This is an optimization exercise on Yosys and OpenROAD, whose aim is small area, a short achievable clock period and few clock cycles, not a production implementation.
The RTL was checked by simulation tests, not by an equivalence proof against the original design.
Power and IR drop assume default switching activity.

===== flow/run.sh =====
#!/bin/bash
# synth_recipe.tcl (not shown) runs the flow's synth.tcl, then flattens the netlist and writes it again
# the make line also repeats each setting of config.mk as NAME=value (left out here)
make -C /OpenROAD-flow-scripts/flow DESIGN_CONFIG=/design/flow/config.mk WORK_HOME=/design/flow/orfs CLKGATE_MAP_FILE= SYNTH_SCRIPT=/design/flow/synth_recipe.tcl finish

===== flow/config.mk =====
export PLATFORM = sky130hd
export DESIGN_NAME = custom_riscv_core
export DESIGN_NICKNAME = custom_riscv_core
export VERILOG_FILES = /design/flow/design.v
export SDC_FILE = /design/flow/constraint.sdc
export NUM_CORES = 4
export LEC_CHECK = 0
export ABC_CLOCK_PERIOD_IN_PS = 4000
export CAP_MARGIN = 35
export CORE_MARGIN = 2
export CORE_UTILIZATION = 40
export PLACE_DENSITY = 0.6
export SETUP_SLACK_MARGIN = 5
export SLEW_MARGIN = 35
export TNS_END_PERCENT = 100

===== flow/constraint.sdc =====
create_clock -name core_clock -period 11.0 [get_ports {clk}]
set_input_delay 2.2000 -clock core_clock [delete_from_list [all_inputs] [get_ports {clk}]]
set_output_delay 2.2000 -clock core_clock [all_outputs]
set_load 0.01 [all_outputs]

===== flow/design.v =====
module regfile (
    input  wire        clk,
    input  wire        rst_n,
    input  wire [4:0]  ra1,
    input  wire [4:0]  ra2,
    output wire [31:0] rd1,
    output wire [31:0] rd2,
    input  wire [4:0]  wa,
    input  wire [31:0] wd,
    input  wire        we       
);
    reg [31:0] r [1:31];
    reg [31:0] v;
    always @(posedge clk) begin
        if (we) r[wa] <= wd;
    end
    always @(posedge clk or negedge rst_n) begin
        if (!rst_n) v <= 32'd0;
        else if (we) v[wa] <= 1'b1;
    end
    wire [31:0] q1 = r[ra1];
    wire [31:0] q2 = r[ra2];
    assign rd1 = (v[ra1] && ra1 != 5'd0) ? q1 : 32'd0;
    assign rd2 = (v[ra2] && ra2 != 5'd0) ? q2 : 32'd0;
endmodule
module mdu (
    input  wire        clk,
    input  wire        rst_n,
    input  wire        start,      
    input  wire [2:0]  f3,
    input  wire [31:0] a,
    input  wire [31:0] b,
    input  wire [4:0]  rd,
    output wire        idle,
    output wire        busy,       
    output reg  [4:0]  mrd,
    output reg         rdy,        
    input  wire        wr,         
    output wire [31:0] res
);
    localparam S_IDLE = 2'd0, S_MUL = 2'd1, S_DIV = 2'd3;
    reg [1:0]  st;
    reg [4:0]  cnt;
    reg [32:0] hi;
    reg [31:0] lo;
    reg [31:0] dB;
    reg [32:0] mA;
    reg [2:0]  mf3;
    reg        selhi, negres, ismul;
    reg [1:0]  mk;
    assign idle = (st == S_IDLE) && !rdy;
    assign busy = !idle;
    wire        b_sgn  = (mf3[1:0] == 2'b01);                         
    wire [7:0]  bbyte  = dB[7:0];
    wire        ctop   = b_sgn && (mk == 2'd3) && bbyte[7];
    wire        mlast  = (mk == 2'd3) || (dB[31:8] == 24'd0);
    wire signed [8:0]  c9  = {ctop, bbyte};
    wire signed [41:0] mp  = $signed(mA) * c9;
    wire signed [41:0] msum = mp + $signed(hi);
    wire        d_sgn = ~f3[0];                  
    wire        sa = d_sgn & a[31];
    wire        sb = d_sgn & b[31];
    wire [31:0] absa = sa ? (~a + 32'd1) : a;
    wire [31:0] absb = sb ? (~b + 32'd1) : b;
    function [5:0] nbits;
        input [31:0] x;
        integer k;
        begin
            nbits = 6'd0;
            for (k = 0; k < 32; k = k + 1)
                if (x[k]) nbits = k + 1;
        end
    endfunction
    wire [5:0]  nA = nbits(absa);
    wire [5:0]  nB = nbits(absb);
    wire [6:0]  jd = {1'b0, nA} - {1'b0, nB};    
    wire [4:0]  jo = jd[4:0] | 5'd1;               
    wire [4:0]  ksh = 5'd31 - jo;
    wire [63:0] nsh = {32'd0, absa} << ksh;
    wire        dzero = (absb == 32'd0);
    wire        dsmall = jd[6];                    
    wire [33:0] r2 = {hi[31:0], lo[31:30]};
    wire [34:0] t1 = {1'b0, r2} - {3'b0, dB};
    wire [34:0] t2 = {1'b0, r2} - {2'b0, dB, 1'b0};
    wire [34:0] t3 = {1'b0, r2} - {3'b0, dB} - {2'b0, dB, 1'b0};
    wire [1:0]  qd = !t3[34] ? 2'd3 : !t2[34] ? 2'd2 : !t1[34] ? 2'd1 : 2'd0;
    wire [31:0] rn = !t3[34] ? t3[31:0] : !t2[34] ? t2[31:0] : !t1[34] ? t1[31:0] : r2[31:0];
    wire [31:0] rx = selhi ? hi[31:0] : lo;
    wire [31:0] dres = negres ? (~rx + 32'd1) : rx;
    wire        hs = hi[32];
    wire [31:0] mlo = (mk == 2'd3) ? lo : (mk == 2'd2) ? {hi[7:0], lo[31:8]} :
                      (mk == 2'd1) ? {hi[15:0], lo[31:16]} : {hi[23:0], lo[31:24]};
    wire [31:0] mhi = (mk == 2'd3) ? hi[31:0] : (mk == 2'd2) ? {{8{hs}}, hi[31:8]} :
                      (mk == 2'd1) ? {{16{hs}}, hi[31:16]} : {{24{hs}}, hi[31:24]};
    assign res = !ismul ? dres : selhi ? mhi : mlo;
    always @(posedge clk or negedge rst_n) begin
        if (!rst_n) begin
            st <= S_IDLE;
            cnt <= 5'd0;
            rdy <= 1'b0;
        end else begin
            if (wr) rdy <= 1'b0;
            case (st)
                S_IDLE: begin
                    if (start) begin
                        if (!f3[2]) st <= S_MUL;
                        else if (dzero || dsmall) rdy <= 1'b1;
                        else begin
                            st <= S_DIV;
                            cnt <= {1'b0, jo[4:1]};
                        end
                    end
                end
                S_MUL: begin
                    if (mlast) begin
                        st <= S_IDLE;
                        rdy <= 1'b1;
                    end
                end
                S_DIV: begin
                    cnt <= cnt - 5'd1;
                    if (cnt == 5'd0) begin
                        st <= S_IDLE;
                        rdy <= 1'b1;
                    end
                end
            endcase
        end
    end
    always @(posedge clk) begin
        case (st)
            S_IDLE: begin
                if (start) begin
                    mrd <= rd;
                    mf3 <= f3;
                    selhi <= f3[2] ? f3[1] : (f3[1:0] != 2'b00);
                    ismul <= !f3[2];
                    if (!f3[2]) begin
                        mA <= {((f3[1:0] == 2'b01) || (f3[1:0] == 2'b10)) & a[31], a};
                        dB <= b;
                        hi <= 33'd0;
                        mk <= 2'd0;
                        negres <= 1'b0;
                    end else begin
                        dB <= absb;
                        if (dzero) begin
                            hi <= {1'b0, absa};
                            lo <= 32'hFFFFFFFF;
                            negres <= f3[1] & sa;
                        end else if (dsmall) begin
                            hi <= {1'b0, absa};
                            lo <= 32'd0;
                            negres <= f3[1] ? sa : (sa ^ sb);
                        end else begin
                            hi <= {1'b0, nsh[63:32]};
                            lo <= nsh[31:0];
                            negres <= f3[1] ? sa : (sa ^ sb);
                        end
                    end
                end
            end
            S_MUL: begin
                hi <= msum[40:8];
                lo <= {msum[7:0], lo[31:8]};
                dB <= {8'd0, dB[31:8]};
                if (!mlast) mk <= mk + 2'd1;
            end
            S_DIV: begin
                hi <= {1'b0, rn};
                lo <= {lo[29:0], qd};
            end
            default: ;
        endcase
    end
endmodule
module csr_unit (
    input  wire        clk,
    input  wire        rst_n,
    input  wire [11:0] addr,
    input  wire [31:0] wsrc,       
    input  wire [1:0]  op,         
    output reg  [31:0] wnext,      
    input  wire [31:0] wv,         
    input  wire        wen,        
    output reg  [31:0] rdata,
    input  wire        trap,       
    input  wire        irq,        
    input  wire [31:0] trap_pc,
    input  wire [3:0]  exc_code,
    input  wire [31:0] exc_val,
    input  wire        mret,
    input  wire        retire,
    input  wire [31:0] interrupts,
    output wire        irq_pend,
    output wire [31:0] trap_vec,
    output wire [31:0] mepc_o
);
    reg        st_mie, st_mpie;
    reg [1:0]  st_mpp;
    reg [31:0] mie, mtvec, mscratch, mcause, mtval;
    reg [31:1] mepc;
    reg [31:0] mip;
    reg [63:0] mcycle, minstret;
    wire [31:0] mstatus = {19'd0, st_mpp, 3'd0, st_mpie, 3'd0, st_mie, 3'd0};
    wire [31:0] pe = mip & mie;
    assign irq_pend = st_mie && (pe != 32'd0);
    reg [4:0] irq_id;
    integer i;
    always @(*) begin
        irq_id = 5'd0;
        for (i = 31; i >= 0; i = i - 1)
            if (pe[i]) irq_id = i;
    end
    wire [31:0] tbase = {mtvec[31:2], 2'b00};
    assign trap_vec = (irq && mtvec[1:0] != 2'b00) ? tbase + {25'd0, irq_id, 2'b00} : tbase;
    assign mepc_o = {mepc, 1'b0};
    always @(*) begin
        case (addr)
            12'h300:   rdata = mstatus;
            12'h301:      rdata = 32'h40000100;
            12'h304:       rdata = mie;
            12'h305:     rdata = mtvec;
            12'h340:  rdata = mscratch;
            12'h341:      rdata = {mepc, 1'b0};
            12'h342:    rdata = mcause;
            12'h343:     rdata = mtval;
            12'h344:       rdata = mip;
            12'hB00, 12'hC00:       rdata = mcycle[31:0];
            12'hB80, 12'hC80:     rdata = mcycle[63:32];
            12'hB02, 12'hC02:   rdata = minstret[31:0];
            12'hB82, 12'hC82: rdata = minstret[63:32];
            12'hF13:    rdata = 32'd1;
            default:        rdata = 32'd0;
        endcase
    end
    always @(*) begin
        case (op)
            2'b01:   wnext = wsrc;
            2'b10:   wnext = rdata | wsrc;
            default: wnext = rdata & ~wsrc;
        endcase
    end
    wire w_mcyc   = wen && addr == 12'hB00;
    wire w_mcych  = wen && addr == 12'hB80;
    wire w_minst  = wen && addr == 12'hB02;
    wire w_minsth = wen && addr == 12'hB82;
    always @(posedge clk) mip <= interrupts;
    always @(posedge clk or negedge rst_n) begin
        if (!rst_n) begin
            st_mie <= 1'b0; st_mpie <= 1'b0; st_mpp <= 2'b00;
            mie <= 32'd0; mtvec <= 32'd0; mscratch <= 32'd0;
            mepc <= 31'd0; mcause <= 32'd0; mtval <= 32'd0;
            mcycle <= 64'd0; minstret <= 64'd0;
        end else begin
            mcycle <= (w_mcyc ? {mcycle[63:32], wv} : w_mcych ? {wv, mcycle[31:0]} : mcycle) + 64'd1;
            if (retire || w_minst || w_minsth)
                minstret <= (w_minst ? {minstret[63:32], wv} : w_minsth ? {wv, minstret[31:0]} : minstret)
                            + {63'd0, retire};
            if (trap) begin
                mepc   <= trap_pc[31:1];
                mcause <= irq ? {27'h4000000, irq_id} : {28'd0, exc_code};
                mtval  <= exc_val;
                st_mpie <= st_mie;
                st_mie  <= 1'b0;
                st_mpp  <= 2'b11;
            end else if (mret) begin
                st_mie  <= st_mpie;
                st_mpie <= 1'b1;
                st_mpp  <= 2'b11;
            end else if (wen) begin
                case (addr)
                    12'h300: begin
                        st_mie <= wv[3]; st_mpie <= wv[7]; st_mpp <= wv[12:11];
                    end
                    12'h304:      mie <= wv;
                    12'h305:    mtvec <= wv;
                    12'h340: mscratch <= wv;
                    12'h341:     mepc <= wv[31:1];
                    12'h342:   mcause <= wv;
                    12'h343:    mtval <= wv;
                    default: ;
                endcase
            end
        end
    end
endmodule
module custom_riscv_core #(
    parameter RESET_VECTOR = 32'h00000000
)(
    input  wire        clk,
    input  wire        rst_n,
    output wire [31:0] iwb_adr_o,
    input  wire [31:0] iwb_dat_i,
    output wire        iwb_cyc_o,
    output wire        iwb_stb_o,
    input  wire        iwb_ack_i,
    output wire [31:0] dwb_adr_o,
    output wire [31:0] dwb_dat_o,
    input  wire [31:0] dwb_dat_i,
    output wire        dwb_we_o,
    output wire [3:0]  dwb_sel_o,
    output wire        dwb_cyc_o,
    output wire        dwb_stb_o,
    input  wire        dwb_ack_i,
    input  wire        dwb_err_i,
    input  wire [31:0] interrupts
);
    reg         run;         
    reg         ev;          
    reg         stl;         
    reg  [31:0] fa;          
    reg  [31:0] ir;          
    reg  [31:0] pc;          
    reg  [31:0] opa;         
    reg  [31:0] opb;         
    reg         mis;         
    reg         c_sub;       
    reg  [2:0]  c_f3;        
    reg         c_ld, c_st, c_wr, c_m, c_csr;
    wire [6:0] op = ir[6:0];
    wire [2:0] f3 = ir[14:12];
    wire [4:0] rd = ir[11:7];
    wire e_sys    = (op == 7'b1110011);
    wire e_priv   = e_sys && (f3 == 3'b000);
    wire e_ecall  = e_priv && (ir[31:20] == 12'h000);
    wire e_ebreak = e_priv && (ir[31:20] == 12'h001);
    wire e_mret   = e_priv && (ir[31:20] == 12'h302);
    wire e_wfi    = e_priv && (ir[31:20] == 12'h105);
    wire e_known  = (op == 7'b0000011) || (op == 7'b0100011) || (op == 7'b0010011) ||
                    (op == 7'b0110011) || (op == 7'b0110111) || (op == 7'b0010111) ||
                    (op == 7'b1101111) || (op == 7'b1100111) || (op == 7'b1100011) ||
                    (op == 7'b0001111) || e_sys;
    wire e_illegal = !e_known || (e_sys && f3 == 3'b100) ||
                     (e_priv && !(e_ecall | e_ebreak | e_mret | e_wfi));
    wire [32:0] sum33 = {1'b0, opa} + {1'b0, c_sub ? ~opb : opb} + {32'd0, c_sub};
    wire [31:0] sum   = sum33[31:0];
    wire        lt_u  = ~sum33[32];
    wire        lt_s  = (opa[31] ^ opb[31]) ? opa[31] : sum[31];
    wire [4:0]  sh    = opb[4:0];
    wire [31:0] shl   = opa << sh;
    wire [31:0] shr   = $signed({ir[30] & opa[31], opa}) >>> sh;
    reg [31:0] alu_res;
    always @(*) begin
        case (c_f3)
            3'b000:  alu_res = sum;
            3'b001:  alu_res = shl;
            3'b010:  alu_res = {31'd0, lt_s};
            3'b011:  alu_res = {31'd0, lt_u};
            3'b100:  alu_res = opa ^ opb;
            3'b101:  alu_res = shr;
            3'b110:  alu_res = opa | opb;
            default: alu_res = opa & opb;
        endcase
    end
    wire        irq_pend;
    wire        irq_take = ev && irq_pend && !stl;
    wire        exc      = ev && !irq_take &&
                           (e_illegal || e_ecall || e_ebreak || ((c_ld || c_st) && mis));
    wire        trap     = irq_take || exc;
    wire        go       = ev && !irq_take && !exc;    
    wire        mret     = go && e_mret;
    wire [1:0]  ao = opb[1:0];
    assign dwb_cyc_o = go && (c_ld || c_st);
    assign dwb_stb_o = dwb_cyc_o;
    assign dwb_we_o  = c_st;
    assign dwb_adr_o = opb;
    assign dwb_sel_o = c_st ? (f3[1] ? 4'b1111 : f3[0] ? (ao[1] ? 4'b1100 : 4'b0011) :
                               (4'b0001 << ao)) : 4'b1111;
    assign dwb_dat_o = f3[1] ? opa : f3[0] ? {2{opa[15:0]}} : {4{opa[7:0]}};
    wire [15:0] ld_h = ao[1] ? dwb_dat_i[31:16] : dwb_dat_i[15:0];
    wire [7:0]  ld_b = ao[0] ? ld_h[15:8] : ld_h[7:0];
    wire [31:0] ld_v = (f3[1:0] == 2'b00) ? {{24{~f3[2] & ld_b[7]}}, ld_b} :
                       (f3[1:0] == 2'b01) ? {{16{~f3[2] & ld_h[15]}}, ld_h} : dwb_dat_i;
    wire        mdu_idle, mdu_busy, mdu_rdy;
    wire [4:0]  mdu_rd;
    wire [31:0] mdu_res;
    wire        mdu_wr;
    mdu mdu_inst (
        .clk(clk), .rst_n(rst_n),
        .start(go && c_m && mdu_idle), .f3(f3), .a(opa), .b(opb), .rd(rd),
        .idle(mdu_idle), .busy(mdu_busy), .mrd(mdu_rd),
        .rdy(mdu_rdy), .wr(mdu_wr), .res(mdu_res)
    );
    wire [31:0] csr_rdata, trap_vec, mepc, csr_wnext;
    reg  [31:0] csr_wv;
    always @(posedge clk) csr_wv <= csr_wnext;
    wire [3:0]  exc_code = e_illegal ? 4'd2 : e_ebreak ? 4'd3 : e_ecall ? 4'd11 :
                           c_st ? 4'd6 : 4'd4;
    wire [31:0] exc_val  = irq_take ? 32'd0 : e_illegal ? ir : e_ebreak ? pc :
                           e_ecall ? 32'd0 : opb;
    wire ld_fin = go && c_ld && dwb_ack_i;
    assign mdu_wr = mdu_rdy && !ld_fin;
    wire stall = go && (((c_ld || c_st) && !dwb_ack_i) || (c_m && !mdu_idle) || (c_csr && !stl) ||
                        (mdu_wr && c_wr && !c_m));
    wire fire  = ev && !stall;              
    wire redir = trap || mret;              
    wire wen_e = go && !stall && c_wr && !c_m;
    wire [31:0] wdata_e = c_ld ? ld_v :
                          c_csr ? csr_rdata : alu_res;
    wire wen   = mdu_wr ? (mdu_rd != 5'd0) : wen_e;
    wire [4:0]  wa    = mdu_wr ? mdu_rd : rd;
    wire [31:0] wdata = mdu_wr ? mdu_res : wdata_e;
    csr_unit csr_inst (
        .clk(clk), .rst_n(rst_n),
        .addr(ir[31:20]),
        .wsrc(f3[2] ? {27'd0, ir[19:15]} : opa),
        .op(f3[1:0]),
        .wnext(csr_wnext),
        .wv(csr_wv),
        .wen(go && c_csr && !stall),
        .rdata(csr_rdata),
        .trap(trap), .irq(irq_take), .trap_pc(pc),
        .exc_code(exc_code), .exc_val(exc_val),
        .mret(mret),
        .retire(go && !stall && !e_mret),
        .interrupts(interrupts),
        .irq_pend(irq_pend),
        .trap_vec(trap_vec),
        .mepc_o(mepc)
    );
    assign iwb_adr_o = fa;
    assign iwb_cyc_o = run;
    assign iwb_stb_o = run;
    wire hz;      
    wire take = iwb_ack_i && run && (!ev || (fire && !redir)) && !hz;
    wire [31:0] fi  = iwb_dat_i;
    wire [6:0]  fop = fi[6:0];
    wire [2:0]  ff3 = fi[14:12];
    wire [4:0]  rs1 = fi[19:15];
    wire [4:0]  rs2 = fi[24:20];
    wire [4:0]  frd = fi[11:7];
    assign hz = (mdu_busy && !mdu_wr && mdu_rd != 5'd0 &&
                 (rs1 == mdu_rd || rs2 == mdu_rd || frd == mdu_rd)) ||
                (ev && c_m && rd != 5'd0 && (rs1 == rd || rs2 == rd || frd == rd));
    wire [31:0] rf1, rf2;
    regfile regfile_inst (
        .clk(clk), .rst_n(rst_n),
        .ra1(rs1), .ra2(rs2), .rd1(rf1), .rd2(rf2),
        .wa(wa), .wd(wdata), .we(wen)
    );
    wire        bm1 = mdu_wr && mdu_rd != 5'd0 && mdu_rd == rs1;
    wire        bm2 = mdu_wr && mdu_rd != 5'd0 && mdu_rd == rs2;
    wire        be1 = wen_e && rd == rs1;
    wire        be2 = wen_e && rd == rs2;
    wire [31:0] rv1 = be1 ? wdata_e : bm1 ? mdu_res : rf1;
    wire [31:0] rv2 = be2 ? wdata_e : bm2 ? mdu_res : rf2;
    wire f_load  = (fop == 7'b0000011);
    wire f_store = (fop == 7'b0100011);
    wire f_opimm = (fop == 7'b0010011);
    wire f_op    = (fop == 7'b0110011);
    wire f_lui   = (fop == 7'b0110111);
    wire f_auipc = (fop == 7'b0010111);
    wire f_jal   = (fop == 7'b1101111);
    wire f_jalr  = (fop == 7'b1100111);
    wire f_br    = (fop == 7'b1100011);
    wire f_csr   = (fop == 7'b1110011) && (ff3[1:0] != 2'b00);
    wire f_m     = f_op && (fi[31:25] == 7'b0000001);
    wire [31:0] imm_i = {{20{fi[31]}}, fi[31:20]};
    wire [31:0] imm_s = {{20{fi[31]}}, fi[31:25], fi[11:7]};
    wire [31:0] imm_u = {fi[31:12], 12'd0};
    wire [31:0] imm_t = f_jal   ? {{12{fi[31]}}, fi[19:12], fi[20], fi[30:21], 1'b0} :
                        f_auipc ? imm_u :
                                  {{20{fi[31]}}, fi[7], fi[30:25], fi[11:8], 1'b0};
    wire [31:0] agen = rv1 + (f_store ? imm_s : imm_i);
    wire        f_eq  = (rv1 == rv2);
    wire        f_ltu = (rv1 < rv2);
    wire        f_lts = ($signed(rv1) < $signed(rv2));
    wire        bcond = ff3[2] ? ((ff3[1] ? f_ltu : f_lts) ^ ff3[0]) : (!ff3[1] && (f_eq ^ ff3[0]));
    wire [31:0] tgt  = fa + imm_t;
    wire [31:0] pc4  = fa + 32'd4;
    wire [31:0] npc  = (f_jal || (f_br && bcond)) ? tgt : f_jalr ? {agen[31:1], 1'b0} : pc4;
    wire [31:0] opa_n = (f_lui || f_auipc || f_jal || f_jalr) ? 32'd0 : f_store ? rv2 : rv1;
    wire [31:0] opb_n = (f_load || f_store) ? agen :
                        (f_jal || f_jalr) ? pc4 :
                        f_auipc ? tgt :
                        f_lui ? imm_u :
                        f_opimm ? imm_i : rv2;
    wire        mis_n = ff3[1] ? (agen[1:0] != 2'b00) : (ff3[0] & agen[0]);
    always @(posedge clk or negedge rst_n) begin
        if (!rst_n) begin
            run <= 1'b0;
            ev  <= 1'b0;
            stl <= 1'b0;
            fa  <= RESET_VECTOR;
        end else begin
            run <= 1'b1;
            stl <= ev && !fire;
            if (!ev || fire) begin
                ev <= take;
                if (trap) fa <= trap_vec;
                else if (mret) fa <= mepc;
                else if (take) fa <= npc;
            end
        end
    end
    always @(posedge clk) begin
        if (take) begin
            ir    <= fi;
            pc    <= fa;
            opa   <= opa_n;
            opb   <= opb_n;
            mis   <= mis_n;
            c_sub <= f_br || ((f_op || f_opimm) && (ff3 == 3'b010 || ff3 == 3'b011)) ||
                     (f_op && ff3 == 3'b000 && fi[30]);
            c_f3  <= (f_op || f_opimm) ? ff3 : 3'b000;
            c_ld  <= f_load;
            c_st  <= f_store;
            c_m   <= f_m;
            c_csr <= f_csr;
            c_wr  <= (f_load || f_op || f_opimm || f_lui || f_auipc || f_jal || f_jalr || f_csr) &&
                     (fi[11:7] != 5'd0);
        end
    end
endmodule

==> results of run 1 <==
layout by cell type (no fill, tap or decap), types with 165 or more instances in the layout:
cell type	netlist	routed
a21oi_1	731	616
nor3_1	230	192
nor2_1	994	895
edfxtp_1	1271	1271
dfrtp_1	396	395
ha_1	410	360
nand2_1	1112	1080
buf_4	14	742
nand3_1	248	220
fa_1	279	265
o21ai_0	581	464
mux2_2	175	165
inv_1	458	446
xor2_1	191	168
mux2i_1	402	331
xnor2_1	292	258
clkdlybuf4s50_1	0	179
mux4_2	673	673
clkbuf_16	0	215
power by group:
group / leakage [nW] / internal, mW / switching (mW)
clock: 3.30 / 3.99 / 3.07
combinational: 36.6 / 10.5 / 17.0
sequential: 17.4 / 8.63 / 0.948
through the flow:
stage          setup slack, ns  cells
2_1_floorplan             3.83  11884
5_1_grt                   3.73  16760
4_1_cts                   3.95  16543
3_3_place_gp              1.57  15781
3_5_place_dp              1.57  15793
6_report                  3.89  16781
state kept, by name, indices dropped and copies added (netlist names), 33 cells and up:
name               flops
csr_inst.mcycle       64
mdu_inst.mA           33
csr_inst.minstret     64
mdu_inst.hi           33
regfile_inst.r       992
how the worst max path moves through the flow:
stage                   startpoint         endpoint  slack [ns]
finish              mdu_inst.mk[1]  mdu_inst.hi[30]        3.89
global route        mdu_inst.mk[1]  mdu_inst.hi[30]        3.73
CTS                 mdu_inst.mk[1]  mdu_inst.hi[30]        3.95
detailed placement   iwb_dat_i[15]           fa[25]        1.57
global placement     dwb_dat_i[15]            fa[2]        1.57
floorplan           mdu_inst.mk[0]  mdu_inst.hi[30]        3.83
worst register-to-register path, cell delays in order, from the launching register on:
cell	delay [ns]
edfxtp_1	0.36
ha_2	0.19
nand4b_1	0.15
buf_12	0.21
buf_12	0.16
or2_4	0.24
fa_2	0.54
fa_2	0.45
fa_2	0.55
fa_1	0.41
inv_1	0.08
fa_2	0.46
ha_4	0.18
a21o_1	0.17
a21o_1	0.18
a21o_1	0.19
a21o_1	0.18
a21o_1	0.20
a221o_1	0.32
o31a_1	0.28
o31a_1	0.30
o41ai_4	0.23
or3_1	0.16
a21oi_1	0.09
or4_1	0.53
kinds of logic after synthesis:
logic type	count (synthesis)	share of synthesized area (%)
AOI/OAI and AO/OA	2926	15.4
xor gates and xnor gates	483	3.35
adders and majority gates	689	8.48
buffers and inverters	1357	4.13
DFF	1731	39.1
muxes	1251	16.8
other	2	0.00594
and+or+nand+nor	3445	12.8
cell type report:
type,instances,area [sq um],area share (%)
clock inverters,140,1460,0.944
flip-flops and latches,1731,49400,32.0
diodes,27,67.6,0.0438
repair buffers,1221,12500,8.13
inverters,467,1800,1.17
clock buffers,233,5330,3.45
multi-input cells,8802,78500,50.9
well taps,4160,5200,3.38
timing repair:
item,in CTS,in global routing
setup endpoints to repair,334,249
hold endpoints to repair,0,0
setup buffers,336,195
cloned,41,11
resized for setup,883,502
pin swaps,257,288
metal layers:
layer	vias to the layer above	wire length (microns)	track usage (%)
met1	57211	232000	48.6
met3	1686	80000	11.4
met2	8139	257000	53.1
met4	42	42200	20.9
met5	-	290	0
li1	46213	-	-
==> impl_metrics.ini, run 1 <==
[synthesis]
synth_top_area_cell = edfxtp_1
netlist_instances = 11884
synth_edf_count = 1271
yosys-top-cells-area = edfxtp_1 (30%), mux4_2 (12%), dfrtp_1 (7.8%)
syn-num-nets = 12674
ys_ff_latch = 1731
ys_types = 110
netlist_area_sq_um = 126000
yosysTopAreaCellShare_pct = 30.2
async_flop_share_pct = 22.9
yosys_warnings = 4
syn_avg_cell_area_sq_um = 10.6
synthMostInstantiatedCell = edfxtp_1
ys_seq_area_share_pct = 39.1
synthFlopType = edfxtp_1
yosys-top-cells-count = edfxtp_1 (1271), nand2_1 (1112), nor2_1 (994), a21oi_1 (731), clkbuf_1 (677)

[setup_path]
crit_path_cell_trace = ha_2 > nand4b_1 > buf_12 > buf_12 > or2_4 > fa_2 > fa_2 > fa_2 > fa_1 > inv_1 > fa_2 > ha_4 > a21o_1 > a21o_1 > a21o_1 > a21o_1 > a21o_1 > a221o_1 > o31a_1 > o31a_1 > o41ai_4 > or3_1 > a21oi_1 > or4_1
rr_endpoint = mdu_inst.hi[30]
cp-end-kind = flip-flop
crit_top_cell = a21o_1
path_depth = 24
slowest_stage = fa_2
crit_family = adder cells
rr_worst_depth = 24
path_class = flip-flop to flip-flop
cp_max_fo = 5
start_kind = flip-flop
worstReg2RegStart = mdu_inst.mk[1]
r2r_slack_ns = 3.89
critPathBufInv = 3
worstPathArrival_ns = 7.70
slowest_delay_ns = 0.55
worstPathRequired_ns = 11.59

[min_path]
hold_class = flip-flop to flip-flop
hold_depth = 1
hold-path-endpoint = regfile_inst.v[23]
min_from = regfile_inst.v[23]

[pwr]
ir_drop_mv = 0.406
power_leakage_nw = 57.3
power_density_nw_per_um2 = 286
power_mw = 44.1

[cells_and_area]
drive_gt1_share_pct = 25.7
layout.nets = 13216
fin_util_pct = 49.0
final_cell_area_sq_um = 154000
nFillCells = 28058
syn_to_final_growth_pct = 22.1

[global_route]
antenna_found_initial = 60
grt_pass1_wl_microns = 840000
grt_max_degree = 133
grt_usage_pct = 36.7
grt_pass1_vias = 108158
overflow = 0

[sta]
min_period_over_period_pct = 64.6
skew_ns = 0.113
slew_violations = 0
clock.fmax_ghz = 0.141
hold_viol = 0
fin_setup_tns_ns = 0
rsz0062_at_grt = yes
setup_violations = 0
fin_crit_ns = 7.11
tightestPinTransition_ns = 1.15
relSlewSlack_pct = 22.8
hold-worst-slack_ns = 0.474

[die]
die_y_microns = 566
core_sq_um = 315000
pin_count = 206
die_w_microns = 566
rows = 206
die_area_sq_um = 320000
initial_utilization_pct = 40.1

[placement]
place_area_sq_um = 135000
gp_congestion = 1.03
dp_hpwl_microns = 417000
port_buffers = 203

[flow_run]
cap_violations = 0

[cts]
cts_tree = built
clockBufferDepth = 4
clockRootBuffer = clkbuf_16
ctsHoldBuffers = 0
htreeDepth = 4
clk_pin_slew_ns = 0.06
cts_sinks = 1731
clk_latency_ns = 0.96
numCtsBuffers = 203

[routing]
drt_iter0_drc = 17104
detail_route.first_pass.iterations = 8
drc_errors = 0
routed_via_density = 6.75
routedWlPerCell_microns = 36.4
via_count = 113291
ant_nets = 0
wl_microns = 612000

[run_status]
status = timing/DRC/antenna clean
Testbench counts, summed over its fixed seeds: cycles 115,177.
==> run 2, diff against run 1 <==
--- a/flow/design.v
+++ b/flow/design.v
@@ -31,7 +31,7 @@
     input  wire [31:0] a,
     input  wire [31:0] b,
     input  wire [4:0]  rd,
-    output wire        idle,
+    output wire        idle,       
     output wire        busy,       
     output reg  [4:0]  mrd,
     output reg         rdy,        
@@ -48,11 +48,12 @@
     reg [2:0]  mf3;
     reg        selhi, negres, ismul;
     reg [1:0]  mk;
-    assign idle = (st == S_IDLE) && !rdy;
-    assign busy = !idle;
+    assign idle = (st == S_IDLE) && (!rdy || wr);    
+    assign busy = (st != S_IDLE) || rdy;
     wire        b_sgn  = (mf3[1:0] == 2'b01);                         
     wire [7:0]  bbyte  = dB[7:0];
-    wire        ctop   = b_sgn && (mk == 2'd3) && bbyte[7];
+    reg         mtop;                                              
+    wire        ctop   = mtop && bbyte[7];
     wire        mlast  = (mk == 2'd3) || (dB[31:8] == 24'd0);
     wire signed [8:0]  c9  = {ctop, bbyte};
     wire signed [41:0] mp  = $signed(mA) * c9;
@@ -140,6 +141,7 @@
                         dB <= b;
                         hi <= 33'd0;
                         mk <= 2'd0;
+                        mtop <= 1'b0;
                         negres <= 1'b0;
                     end else begin
                         dB <= absb;
@@ -164,6 +166,7 @@
                 lo <= {msum[7:0], lo[31:8]};
                 dB <= {8'd0, dB[31:8]};
                 if (!mlast) mk <= mk + 2'd1;
+                mtop <= b_sgn && (mk == 2'd2);
             end
             S_DIV: begin
                 hi <= {1'b0, rn};
@@ -388,13 +391,13 @@
                            c_st ? 4'd6 : 4'd4;
     wire [31:0] exc_val  = irq_take ? 32'd0 : e_illegal ? ir : e_ebreak ? pc :
                            e_ecall ? 32'd0 : opb;
-    wire ld_fin = go && c_ld && dwb_ack_i;
-    assign mdu_wr = mdu_rdy && !ld_fin;
-    wire stall = go && (((c_ld || c_st) && !dwb_ack_i) || (c_m && !mdu_idle) || (c_csr && !stl) ||
-                        (mdu_wr && c_wr && !c_m));
+    wire stall_nm = go && (((c_ld || c_st) && !dwb_ack_i) || (c_csr && !stl));
+    wire e_wr  = go && c_wr && !c_m && !stall_nm;
+    assign mdu_wr = mdu_rdy && !e_wr;
+    wire stall = stall_nm || (go && c_m && !mdu_idle);
     wire fire  = ev && !stall;              
     wire redir = trap || mret;              
-    wire wen_e = go && !stall && c_wr && !c_m;
+    wire wen_e = e_wr;
     wire [31:0] wdata_e = c_ld ? ld_v :
                           c_csr ? csr_rdata : alu_res;
     wire wen   = mdu_wr ? (mdu_rd != 5'd0) : wen_e;
==> impl_metrics.ini, run 2 <==
[routing]
drc_errors = 0
detail_route.first_pass.iterations = 10
routedWlPerCell_microns = 35.5
ant_nets = 0
drt_iter0_drc = 16961
routed_via_density = 6.68
wl_microns = 580000
via_count = 109116

[setup_path]
worstPathRequired_ns = 11.76
r2r_slack_ns = 3.99
rr_endpoint = fa[5]
worstReg2RegStart = c_sub
start_kind = flip-flop
cp_max_fo = 7
rr_worst_depth = 35
crit_family = simple AND/OR/NAND/NOR gates
critPathBufInv = 8
slowest_stage = edfxtp_1
path_class = flip-flop to flip-flop
slowest_delay_ns = 0.42
worstPathArrival_ns = 7.77
cp-end-kind = flip-flop

[cells_and_area]
layout.nets = 12835
nFillCells = 27764
final_cell_mix = edfxtp_1 (1272), nand2_1 (1009), nor2_1 (874)
syn_to_final_growth_pct = 19.8
final_common_cell = edfxtp_1
final_cell_area_sq_um = 149000
multi_input_area_sq_um = 75300
largest_reg_flops = 992
fin_util_pct = 48.2
regMostFlops = regfile_inst.r
seq_area_sq_um = 49400
reg.largest.list = regfile_inst.r (992), csr_inst.mcycle (64), csr_inst.minstret (64)
drive_gt1_share_pct = 23.2
instances_no_fill = 16336

[synthesis]
ys_types = 102
netlist_area_sq_um = 125000
yosys-top-cells-count = edfxtp_1 (1272), nand2_1 (1040), nor2_1 (955), a21oi_1 (850), o21ai_0 (688)
synthFlopType = edfxtp_1
synth_top_area_cell = edfxtp_1
yosysTopAreaCellShare_pct = 30.7
ys_ff_latch = 1732
syn-num-nets = 12480
netlist_instances = 11690
yosys_warnings = 4
yosys-top-cells-area = edfxtp_1 (31%), mux4_2 (12%), dfrtp_1 (8.0%)
ys_seq_area_share_pct = 39.7
synthMostInstantiatedCell = edfxtp_1
synth_edf_count = 1272
syn_avg_cell_area_sq_um = 10.7
async_flop_share_pct = 22.9

[sta]
tightestPinTransition_ns = 1.16
slew_violations = 0
hold_viol = 0
hold-worst-slack_ns = 0.482
skew_ns = 0.117
relSlewSlack_pct = 21.5
clock.fmax_ghz = 0.143
fin_crit_ns = 7.01
setup_violations = 0
fin_setup_tns_ns = 0
rsz0062_at_grt = yes
fin_ws_ns = 3.99
min_period_over_period_pct = 63.7

[pwr]
power_leakage_nw = 55.5
power_mw = 17.8
ir_drop_mv = 0.179
power_density_nw_per_um2 = 119

[min_path]
min_from = regfile_inst.v[24]
hold_depth = 1
hold-path-endpoint = regfile_inst.v[24]
hold_class = flip-flop to flip-flop

[cts]
cts_sinks = 1732
cts_tree = built
clockBufferDepth = 4
htreeDepth = 4
clockRootBuffer = clkbuf_16
numCtsBuffers = 197
clk_latency_ns = 0.93
clk_pin_slew_ns = 0.06

[global_route]
grt_max_degree = 157
grtUsageMet1_pct = 45.4
top_usage_layer = met2
grt_pass1_vias = 104955
grt_pass1_wl_microns = 805000
grt.met3_usage_pct = 10.5
antenna_found_initial = 50
grt_usage_pct = 35.7
overflow = 0
grt_use_met2_pct = 52.8

[placement]
dp_cells = 15549
place_ws_ns = 1.65
dp_hpwl_microns = 400000
place_area_sq_um = 133000
gp_congestion = 1.03
port_buffers = 203

[die]
die_w_microns = 562
die_area_sq_um = 316000
die_y_microns = 562
core_sq_um = 309000
initial_utilization_pct = 40.2
rows = 204
pin_count = 206

[run_status]
status = timing/DRC/antenna clean

[flow_run]
cap_violations = 0
run 2: logic make-up (layout without fill, tap and decap cells):
logic type	after synthesis	after routing	share of synthesized area (%)
compound gates	2908	2908	15.0
xor+xnor	518	518	3.64
fa+ha+maj	689	689	8.61
buf+inv	1346	1843	4.14
flops	1732	1732	39.7
mux	1261	1261	16.9
other cells	2	27	0.00603
simple gates	3234	3238	12.0
run 2: area by class of cell:
class	count	share of cell area, %
Antenna cell	25	0.0419
Clock buffer	251	3.59
Clock inverter	94	0.754
Inverter	479	1.24
Multi-Input combinational cell	8616	50.5
Sequential cell	1732	33.1
Tap cell	4120	3.46
Timing Repair Buffer	1019	7.30
run 2: metal layers:
metal / vias up / wire, microns
met2: 7713 / 248000
met3: 1852 / 71400
met5: - / 191
met1: 54781 / 213000
met4: 32 / 47300
li1: 44738 / -
run 2: timing repair:
action,4_1_cts,5_1_grt
cloned,47,2
pin swaps,224,125
setup endpoints to repair,1320,209
setup buffers,285,80
gates resized for setup,939,237
hold buffers,0,0
run 2: worst max path at each step:
stage | startpoint | end | slack, ns | depth (start not counted)
floorplan | iwb_dat_i[15] | fa[26] | 3.72 | 26
global placement | dwb_ack_i | fa[26] | 1.61 | 22
detailed placement | iwb_dat_i[15] | fa[26] | 1.65 | 24
CTS | c_sub | fa[16] | 4.09 | 32
global route | c_sub | fa[14] | 3.86 | 37
finish | c_sub | fa[5] | 3.99 | 35
run 2: power by group:
part,switching (mW),leakage (nW),internal (mW)
Clock,2.86,3.16,3.99
Combinational,2.18,35.0,1.32
Sequential,0.211,17.4,7.22
Testbench counts of run 2, summed over its fixed seeds: cycles 109,426.
==> run 3, diff against run 2 <==
--- a/flow/design.v
+++ b/flow/design.v
@@ -311,7 +311,9 @@
     reg         run;         
     reg         ev;          
     reg         stl;         
-    reg  [31:0] fa;          
+    reg  [31:0] fa_t, fa_s;  
+    reg         fa_sel;      
+    wire [31:0] fa = fa_sel ? fa_t : fa_s;    
     reg  [31:0] ir;          
     reg  [31:0] pc;          
     reg  [31:0] opa;         
@@ -471,7 +473,8 @@
     wire        bcond = ff3[2] ? ((ff3[1] ? f_ltu : f_lts) ^ ff3[0]) : (!ff3[1] && (f_eq ^ ff3[0]));
     wire [31:0] tgt  = fa + imm_t;
     wire [31:0] pc4  = fa + 32'd4;
-    wire [31:0] npc  = (f_jal || (f_br && bcond)) ? tgt : f_jalr ? {agen[31:1], 1'b0} : pc4;
+    wire        ntk  = f_jal || (f_br && bcond);
+    wire [31:0] nsq  = f_jalr ? {agen[31:1], 1'b0} : pc4;
     wire [31:0] opa_n = (f_lui || f_auipc || f_jal || f_jalr) ? 32'd0 : f_store ? rv2 : rv1;
     wire [31:0] opb_n = (f_load || f_store) ? agen :
                         (f_jal || f_jalr) ? pc4 :
@@ -484,20 +487,22 @@
             run <= 1'b0;
             ev  <= 1'b0;
             stl <= 1'b0;
-            fa  <= RESET_VECTOR;
+            fa_s <= RESET_VECTOR;
+            fa_sel <= 1'b0;
         end else begin
             run <= 1'b1;
             stl <= ev && !fire;
             if (!ev || fire) begin
                 ev <= take;
-                if (trap) fa <= trap_vec;
-                else if (mret) fa <= mepc;
-                else if (take) fa <= npc;
+                if (trap) begin fa_s <= trap_vec; fa_sel <= 1'b0; end
+                else if (mret) begin fa_s <= mepc; fa_sel <= 1'b0; end
+                else if (take) begin fa_s <= nsq; fa_sel <= ntk; end
             end
         end
     end
     always @(posedge clk) begin
         if (take) begin
+            fa_t  <= tgt;
             ir    <= fi;
             pc    <= fa;
             opa   <= opa_n;
==> impl_metrics.ini, run 3 <==
[pwr]
power_density_nw_per_um2 = 129
power_leakage_nw = 57.4
ir_drop_mv = 0.140

[setup_path]
r2r_slack_ns = 4.32
cp_max_fo = 16
rr_worst_depth = 30
slowest_stage = a221o_2
startpoint = opb[2]
worstSetupEndpoint = opb[30]
start_kind = flip-flop
crit_top_cell = o21ai_2
worstReg2RegStart = opb[2]
slowest_delay_ns = 0.47
cp-end-kind = flip-flop
worstPathArrival_ns = 7.39
worstPathRequired_ns = 11.72
path_class = flip-flop to flip-flop
rr_endpoint = opb[30]

[routing]
drt_iter0_drc = 18082
routed_via_density = 6.77
routedWlPerCell_microns = 36.2
drc_errors = 0
via_count = 113437
detail_route.first_pass.iterations = 10
wl_microns = 606000
ant_nets = 0

[sta]
fin_crit_ns = 6.68
clock.fmax_ghz = 0.150
setup_violations = 0
slew_violations = 0
hold_viol = 0
tightestPinTransition_ns = 1.02
rsz0062_at_grt = yes
fin_setup_tns_ns = 0
skew_ns = 0.118
min_period_over_period_pct = 60.7
hold-worst-slack_ns = 0.492
relSlewSlack_pct = 31.6

[cells_and_area]
syn_to_final_growth_pct = 21.9
final_cell_mix = edfxtp_1 (1304), nand2_1 (1142), nor2_1 (879)
largest_reg_flops = 992
final_common_cell = edfxtp_1
instances_no_fill = 16761
drive_gt1_share_pct = 25.1
reg.largest.list = regfile_inst.r (992), csr_inst.mcycle (64), csr_inst.minstret (64)
final_cell_area_sq_um = 155000
regMostFlops = regfile_inst.r
nFillCells = 28011
multi_input_area_sq_um = 78000
layout.nets = 13214
seq_area_sq_um = 50400

[synthesis]
synth_edf_count = 1304
async_flop_share_pct = 22.5
yosys_warnings = 4
synthFlopType = edfxtp_1
syn_avg_cell_area_sq_um = 10.6
yosysTopAreaCellShare_pct = 30.9
yosys-top-cells-count = edfxtp_1 (1304), nand2_1 (1194), nor2_1 (967), a21oi_1 (757), mux4_2 (668)
synth_top_area_cell = edfxtp_1
synthMostInstantiatedCell = edfxtp_1
ys_ff_latch = 1766
yosys-top-cells-area = edfxtp_1 (31%), mux4_2 (12%), dfrtp_1 (7.8%)
ys_seq_area_share_pct = 39.7
syn-num-nets = 12717
ys_types = 103
netlist_area_sq_um = 127000
netlist_instances = 11927

[min_path]
min_from = csr_inst.mscratch[25]
hold_class = flip-flop to flip-flop

[placement]
gp_congestion = 1.02
dp_cells = 15812
port_buffers = 204
dp_hpwl_microns = 410000
place_area_sq_um = 136000

[cts]
cts_tree = built
clockBufferDepth = 4
clockRootBuffer = clkbuf_16
clk_pin_slew_ns = 0.06
cts_sinks = 1766
clk_latency_ns = 0.93
htreeDepth = 4
numCtsBuffers = 204

[global_route]
grt_usage_pct = 36.2
overflow = 0
grt_pass1_wl_microns = 832000
grt_pass1_vias = 107500
antenna_found_initial = 53
grt_max_degree = 171

[run_status]
status = timing/DRC/antenna clean

[die]
pin_count = 206
rows = 206
die_w_microns = 567
initial_utilization_pct = 40.3
die_y_microns = 567
core_sq_um = 315000
die_area_sq_um = 322000

[flow_run]
cap_violations = 0
-- run 3: worst min-delay path by stage --
stage / end / slack (ns) / cells after the start
finish: csr_inst.mscratch[25] / 0.49 / 2
global placement: regfile_inst.v[3] / 0.47 / 1
floorplan: mdu_inst.mrd[0] / 0.42 / 0
detailed placement: regfile_inst.v[14] / 0.48 / 1
global route: regfile_inst.v[28] / 0.51 / 1
CTS: csr_inst.mscratch[25] / 0.49 / 2
-- run 3: metal layers --
metal,routed length (microns),track usage [%],part of all wire [%],vias up
li1,-,-,-,46144
met1,226000,47.5,37,57168
met3,78500,10.5,13,1826
met2,259000,53.4,43,8273
met5,200,0,0.033,-
met4,42800,20.3,7.1,26
-- run 3: kinds of logic after synthesis --
family | Yosys count | share of synthesized area [%]
adders and majority gates | 689 | 8.44
other | 1 | 0.00295
xor gates and xnor gates | 512 | 3.54
and+or+nand+nor | 3405 | 12.3
DFF | 1766 | 39.7
AOI/OAI and AO/OA | 2936 | 15.2
muxes | 1263 | 16.7
buffers and inverters | 1355 | 4.09
-- run 3: layout make-up --
cell class / count / area share [%]
Antenna cell: 21 / 0.0340
Clock buffer: 252 / 3.50
Clock inverter: 110 / 0.756
Inverter: 466 / 1.16
Multi-Input combinational cell: 8812 / 50.4
Sequential cell: 1766 / 32.6
Tap cell: 4160 / 3.36
Timing Repair Buffer: 1174 / 8.20
-- run 3: where the power goes --
| part | leakage (nW) | total (mW) | switching, mW | internal, mW |
|---|---|---|---|---|
| combinational | 36.6 | 5.28 | 3.23 | 2.05 |
| clock | 3.22 | 6.92 | 2.95 | 3.98 |
| sequential | 17.6 | 7.73 | 0.252 | 7.48 |
| total | 57.4 | 19.9 | 6.43 | 13.5 |
-- run 3: worst max-delay path: cells and delay by family (launching register included) --
family | cells | cell delay (ns)
flip-flops | 1 | 0.39
AO/OA/AOI/OAI | 19 | 4.24
XOR/XNOR | 2 | 0.41
buffers and inverters | 3 | 0.33
AND/OR/NAND/NOR | 3 | 0.39
adder cells (fa/ha/maj) | 3 | 0.70
-- run 3: what timing repair did --
item | CTS | global route
gates cloned | 44 | 22
pin swaps | 194 | 279
hold buffers | 0 | 0
setup buffers | 269 | 228
gates resized for setup | 777 | 595
endpoints found under the setup margin | 1337 | 201
-- run 3: through the flow --
step / util (%) / total power, mW / setup WS [ns]
finish: 49.1 / 19.9 / 4.32
global route: 49.1 / 20.4 / 4.23
CTS: 47.4 / 19.2 / 4.35
detailed placement: 43.0 / 11.9 / 2.35
global placement: 42.8 / 11.9 / 2.30
floorplan: - / 10.2 / 2.76
Testbench counts of run 3, summed over its fixed seeds: cycles 109,426.
==> run 4, diff against run 3 <==
--- a/flow/config.mk
+++ b/flow/config.mk
@@ -8,8 +8,9 @@
 export ABC_CLOCK_PERIOD_IN_PS = 4000
 export CAP_MARGIN = 35
 export CORE_MARGIN = 2
-export CORE_UTILIZATION = 40
-export PLACE_DENSITY = 0.6
+export CORE_UTILIZATION = 50
+export CTS_BUF_LIST = sky130_fd_sc_hd__clkbuf_8
+export PLACE_DENSITY = 0.65
 export SETUP_SLACK_MARGIN = 5
 export SLEW_MARGIN = 35
 export TNS_END_PERCENT = 100
==> impl_metrics.ini, run 4 <==
[synthesis]
ys_ff_latch = 1766
yosys_warnings = 4
yosys-top-cells-count = edfxtp_1 (1304), nand2_1 (1194), nor2_1 (967), a21oi_1 (757), mux4_2 (668)
synth_top_area_cell = edfxtp_1
netlist_instances = 11927
synth_edf_count = 1304
ys_seq_area_share_pct = 39.7
yosysTopAreaCellShare_pct = 30.9
ys_types = 103
netlist_area_sq_um = 127000
syn_avg_cell_area_sq_um = 10.6
async_flop_share_pct = 22.5
synthMostInstantiatedCell = edfxtp_1
yosys-top-cells-area = edfxtp_1 (31%), mux4_2 (12%), dfrtp_1 (7.8%)
synthFlopType = edfxtp_1
syn-num-nets = 12717

[routing]
detail_route.first_pass.iterations = 12
drc_errors = 0
wl_microns = 572000
ant_nets = 0
drt_iter0_drc = 19321
routed_via_density = 7.16
via_count = 115169
routedWlPerCell_microns = 35.6

[pwr]
switching_share_pct = 33.5
power_density_nw_per_um2 = 126
power_leakage_nw = 57.0
pwr-share-comb_pct = 26.8
p_clk_share_pct = 32.9
ir_drop_mv = 0.161
power_frac_seq_pct = 40.2
p_switching_mw = 6.40
internal-power_mw = 12.7
power_mw = 19.1

[min_path]
hold_class = flip-flop to flip-flop

[setup_path]
cp-end-kind = flip-flop
start_kind = primary input
cp_max_fo = 4
worstPathArrival_ns = 7.26
path_class = primary input to flip-flop
worstPathRequired_ns = 11.71

[global_route]
grt_pass1_wl_microns = 796000
grtUsageMet1_pct = 54.3
grt_use_met2_pct = 61.4
grt_usage_pct = 42.9
top_usage_layer = met2
grt_max_degree = 138
grt_pass1_vias = 107998
grt.met3_usage_pct = 15.2
overflow = 0
antenna_found_initial = 36

[cts]
cts_tree = built
clockBufferDepth = 4
numCtsBuffers = 314
clk_latency_ns = 1.07
cts_sinks = 1766
clockRootBuffer = clkbuf_8
clk_pin_slew_ns = 0.06
htreeDepth = 5

[cells_and_area]
nFillCells = 20376
syn_to_final_growth_pct = 19.4
multi_input_area_sq_um = 77000
final_common_cell = edfxtp_1
seq_area_sq_um = 50400
reg.largest.list = regfile_inst.r (992), csr_inst.mcycle (64), csr_inst.minstret (64)
final_cell_area_sq_um = 151000
regMostFlops = regfile_inst.r
layout.nets = 13243
final_cell_mix = edfxtp_1 (1304), nand2_1 (1155), nor2_1 (892)
instances_no_fill = 16074
drive_gt1_share_pct = 24.1
largest_reg_flops = 992

[sta]
hold_viol = 0
slew_violations = 0
setup_violations = 0
fin_setup_tns_ns = 0
clock.fmax_ghz = 0.153
skew_ns = 0.117
rsz0062_at_grt = yes
fin_crit_ns = 6.55
tightestPinTransition_ns = 1.05
hold-worst-slack_ns = 0.491
relSlewSlack_pct = 29.7
min_period_over_period_pct = 59.6

[placement]
gp_congestion = 1.08
dp_cells = 14977
port_buffers = 204
place_area_sq_um = 134000
dp_hpwl_microns = 377000

[die]
core_sq_um = 252000
die_y_microns = 508
initial_utilization_pct = 50.4
die_w_microns = 508
pin_count = 206
rows = 184
die_area_sq_um = 258000

[run_status]
status = timing/DRC/antenna clean

[flow_run]
cap_violations = 0
[run 4: worst paths after layout]
| path | startpoint | cells after the start | slack [ns] | endpoint |
|---|---|---|---|---|
| worst max register to register | opb[1] | 34 | 4.46 | opb[24] |
| worst min register to register | csr_inst.mtval[12] | 1 | 0.49 | csr_inst.mtval[12] |
| worst min-delay path | csr_inst.mtval[12] | 1 | 0.49 | csr_inst.mtval[12] |
| max in group asynchronous | rst_n | 4 | 8.01 | csr_inst.mie[21] |
| worst max-delay path | dwb_dat_i[24] | 23 | 4.45 | opb[24] |
| min in group asynchronous | rst_n | 2 | 1.12 | fa_s[31] |
[run 4: routing by layer]
layer	routed length [microns]	vias to the layer above
li1	-	46261
met4	51500	36
met1	199000	56743
met2	237000	9658
met5	833	-
met3	83600	2471
[run 4: critical path, stage by stage]
cell and delay (ns):
clkdlybuf4s50_1 0.62, mux4_2 0.57, mux2i_2 0.59, nand2_1 0.29
a31oi_1 0.25, buf_4 0.20, inv_4 0.05, ha_4 0.16
inv_2 0.05, fa_2 0.20, nor2b_2 0.05, o21ai_2 0.15
a21boi_2 0.09, o211ai_1 0.16, buf_4 0.15, a31oi_4 0.11
a21boi_2 0.23, o21ai_2 0.12, a31o_2 0.27, a21oi_2 0.16
xnor2_2 0.10, a222oi_1 0.34, o21ai_1 0.14
[run 4: logic make-up after synthesis]
logic type	Yosys count	share of synthesized area [%]
AND/OR/NAND/NOR	3405	12.3
AO/OA/AOI/OAI	2936	15.2
flip-flops	1766	39.7
buffers and inverters	1355	4.09
multiplexers	1263	16.7
adder cells (fa/ha/maj)	689	8.44
XOR/XNOR	512	3.54
other	1	0.00295
[run 4: final cells by class]
type	instances	area share, %
repair buffers	1095	7.79
flip-flops and latches	1766	33.3
diodes	33	0.0545
inverters	466	1.18
clock buffers	343	3.12
multi-input cells	8809	50.9
repair inverters	1	0.00330
well taps	3348	2.77
clock inverters	213	0.957
[run 4: repair_timing]
item,4_1_cts,5_1_grt
endpoints found under the setup margin,1246,745
pin swaps,175,227
gates cloned,43,13
resized for setup,708,453
buffers inserted,265,184
hold buffers,0,0
[run 4: power groups by stage]
stage                     clock [mW]  combinational, mW  sequential, mW
after floorplan                    0               2.51            7.72
after global placement             0               4.00            7.81
after detailed placement           0               4.06            7.81
after CTS                       6.28               4.51            7.67
after global routing            6.57               5.26            7.69
final                           6.29               5.13            7.69
[run 4: through the flow]
step	utilization, %	setup WS, ns
4_1_cts	58.5	4.54
6_report	60.1	4.45
2_1_floorplan	-	2.76
3_5_place_dp	53.3	2.14
5_1_grt	60.1	4.29
3_3_place_gp	53.1	2.16
==> run 5, diff against run 4 <==
--- a/flow/config.mk
+++ b/flow/config.mk
@@ -8,9 +8,9 @@
 export ABC_CLOCK_PERIOD_IN_PS = 4000
 export CAP_MARGIN = 35
 export CORE_MARGIN = 2
-export CORE_UTILIZATION = 50
+export CORE_UTILIZATION = 45
 export CTS_BUF_LIST = sky130_fd_sc_hd__clkbuf_8
-export PLACE_DENSITY = 0.65
+export PLACE_DENSITY = 0.62
 export SETUP_SLACK_MARGIN = 5
 export SLEW_MARGIN = 35
 export TNS_END_PERCENT = 100
==> impl_metrics.ini, run 5 <==
[run_status]
status = timing/DRC/antenna clean

[sta]
hold_viol = 0
fin_setup_tns_ns = 0
skew_ns = 0.111
slew_violations = 0
min_period_over_period_pct = 60.6
clock.fmax_ghz = 0.150
rsz0062_at_grt = yes
relSlewSlack_pct = 20.0
tightestPinTransition_ns = 1.18
fin_crit_ns = 6.67
fin_ws_ns = 4.33
setup_violations = 0

[routing]
ant_nets = 0
wl_met2_microns = 246000
wl_met3_microns = 75300
detail_route.first_pass.iterations = 13
via_count = 112398
routedWlPerCell_microns = 35.4
m1WireLength_microns = 211000
drt_iter0_drc = 17444
highest_layer = met5
drc_errors = 0
wl_microns = 580000
routed_via_density = 6.87

[synthesis]
synth-xor-area-share_pct = 3.54
synth_top_family_by_area = multiplexers
synthMostInstantiatedCell = edfxtp_1
yosys_warnings = 4
synthAdderAreaFrac_pct = 8.44
syn_avg_cell_area_sq_um = 10.6
synth_edf_count = 1304
netlist_instances = 11927
ys_seq_area_share_pct = 39.7
synth_compound_area_share_pct = 15.2
netlist_area_sq_um = 127000
syn-num-nets = 12717
synth_simple_gate_area_share_pct = 12.3
yosys-top-cells-count = edfxtp_1 (1304), nand2_1 (1194), nor2_1 (967), a21oi_1 (757), mux4_2 (668)
synthFlopType = edfxtp_1
synth_top_area_cell = edfxtp_1
async_flop_share_pct = 22.5
ys_types = 103
yosysTopAreaCellShare_pct = 30.9
yosys-top-cells-area = edfxtp_1 (31%), mux4_2 (12%), dfrtp_1 (7.8%)
synth.area.mux_share_pct = 16.7
ys_ff_latch = 1766

[cts]
cts_tree = built
clk_latency_ns = 1.02
numCtsBuffers = 316
clockRootBuffer = clkbuf_8
cts_sinks = 1766
clockBufferDepth = 4
clk_pin_slew_ns = 0.07
htreeDepth = 5

[pwr]
power_leakage_nw = 56.5
p_switching_mw = 6.35
internal-power_mw = 12.7
pwr-share-comb_pct = 26.6
ir_drop_mv = 0.136
power_frac_seq_pct = 40.3
power_density_nw_per_um2 = 126
p_clk_share_pct = 33.1
switching_share_pct = 33.3

[flow_run]
cap_violations = 0

[placement]
dp_cells = 15358
place_ws_ns = 2.14
port_buffers = 204
gp_congestion = 1.05
dp_hpwl_microns = 389000

[setup_path]
crit_family = compound AO/OA/AOI/OAI gates
slowest_stage = edfxtp_1
slowest_delay_ns = 0.41
path_class = flip-flop to flip-flop
worstPathRequired_ns = 11.86
critPathBufInv = 5
cp_max_fo = 4
crit_top_cell = o21ai_2
start_kind = flip-flop
r2r_slack_ns = 4.33
worstPathArrival_ns = 7.53
cp-end-kind = flip-flop

[cells_and_area]
final_common_cell = edfxtp_1
instances_no_fill = 16372
drive_gt1_share_pct = 23.9
fin_util_pct = 53.9
regMostFlops = regfile_inst.r
final_cell_mix = edfxtp_1 (1304), nand2_1 (1148), nor2_1 (895)
syn_to_final_growth_pct = 18.8
reg.largest.list = regfile_inst.r (992), csr_inst.mcycle (64), csr_inst.minstret (64)
layout.nets = 13175
largest_reg_flops = 992

[die]
initial_utilization_pct = 45.3
die_y_microns = 535
die_area_sq_um = 286000
die_w_microns = 535
rows = 194
core_sq_um = 280000
pin_count = 206

[global_route]
grt_pass1_wl_microns = 804000
overflow = 0
grt_pass1_vias = 107612
grt_usage_pct = 39.1
antenna_found_initial = 43
grt_max_degree = 157

[min_path]
hold_class = flip-flop to flip-flop
-- run 5: cell type report --
type | instances | area (sq um)
clock buffer | 344 | 4730
sequential | 1766 | 50400
clock inverter | 216 | 1450
inverter | 466 | 1790
timing repair buffer | 1024 | 10800
fill | 24024 | 129000
multi-input combinational | 8811 | 76900
tap | 3724 | 4660
antenna | 21 | 52.6
-- run 5: worst min-delay path: cells and delay by family, from the launching register on --
kind / cells / cell delay [ns]
DFF: 1 / 0.35
AOI/OAI and AO/OA: 1 / 0.13
and+or+nand+nor: 1 / 0.05
-- run 5: stage by stage --
step                      total power, mW  instance area, sq um  hold WS (ns)
after global routing                 19.5                151000         0.510
after global placement               11.8                134000         0.468
after detailed placement             11.9                135000         0.479
final                                19.1                151000         0.476
after CTS                            18.5                146000         0.489
after floorplan                      10.2                128000         0.424
-- run 5: cell families (layout without fill, tap and decap cells) --
family | Yosys count | count (layout)
AOI/OAI and AO/OA | 2936 | 2936
muxes | 1263 | 1263
buffers and inverters | 1355 | 2050
other | 1 | 22
and+or+nand+nor | 3405 | 3408
xor gates and xnor gates | 512 | 514
adders and majority gates | 689 | 689
DFF | 1766 | 1766
-- run 5: worst paths after layout --
path	startpoint	to	depth (start not counted)
max	opb[0]	opb[30]	32
min	pc[23]	csr_inst.mepc[23]	2
max reg2reg	opb[0]	opb[30]	32
min reg2reg	pc[23]	csr_inst.mepc[23]	2
max in group asynchronous	rst_n	csr_inst.minstret[63]	3
min in group asynchronous	rst_n	fa_s[5]	1
-- run 5: power by group through the flow --
stage,Clock (mW),Combinational (mW),Sequential (mW)
floorplan,0,2.51,7.72
global placement,0,4.00,7.81
detailed placement,0,4.06,7.81
CTS,6.34,4.45,7.67
global route,6.62,5.23,7.69
finish,6.31,5.07,7.70
-- run 5: repair_timing --
item,4_1_cts,5_1_grt
resized for setup,565,536
buffers inserted,194,178
setup endpoints to repair,1182,167
hold buffers,0,0
hold endpoints to repair,0,0
gates cloned,37,19
pin swaps,115,237
-- run 5: metal layers --
layer	up-vias	track usage (%)
li1	46085	-
met1	55993	49.9
met2	8292	57.1
met3	1990	12.4
met4	38	25.9
met5	-	0

re-timing with driven ports:
The results above use ideal ports. As a check the final layouts listed here were re-extracted and re-timed, cells and wires unchanged.
Step 1 sets driving cells, clkbuf_16 on the clock port and buf_2 on the other inputs (assumed; they add their load-dependent delay and slew).
Step 2 also shifts input and output timing later by t, the mid clock arrival at the registers, as if the neighbouring blocks saw the same clock.
a / b / c = ideal ports / drivers / drivers and shift; a / b = the first two.
run | t (ns) | setup slack, ns | worst setup path at the end | worst slew at a driven data input, ns | pins driven straight from the clock port
run 1 | 1.003 | 3.893 / 3.770 / 2.767 | input to register | 0.36 | 1
run 2 | 0.976 | 3.992 / 3.771 / 2.794 | input to register | 0.56 | 1
run 3 | 0.976 | 4.323 / 4.222 / 3.246 | input to register | 0.40 | 1
run 4 | 1.096 | 4.446 / 4.334 / 3.238 | input to register | 0.42 | 1
run 5 | 1.060 | 4.330 / 4.244 / 3.184 | input to register | 0.41 | 1
After both steps every run listed still meets setup and hold. For run 4, which loses most, drivers alone change the setup slack by -0.112 ns; drivers and shift together by -1.208 ns.
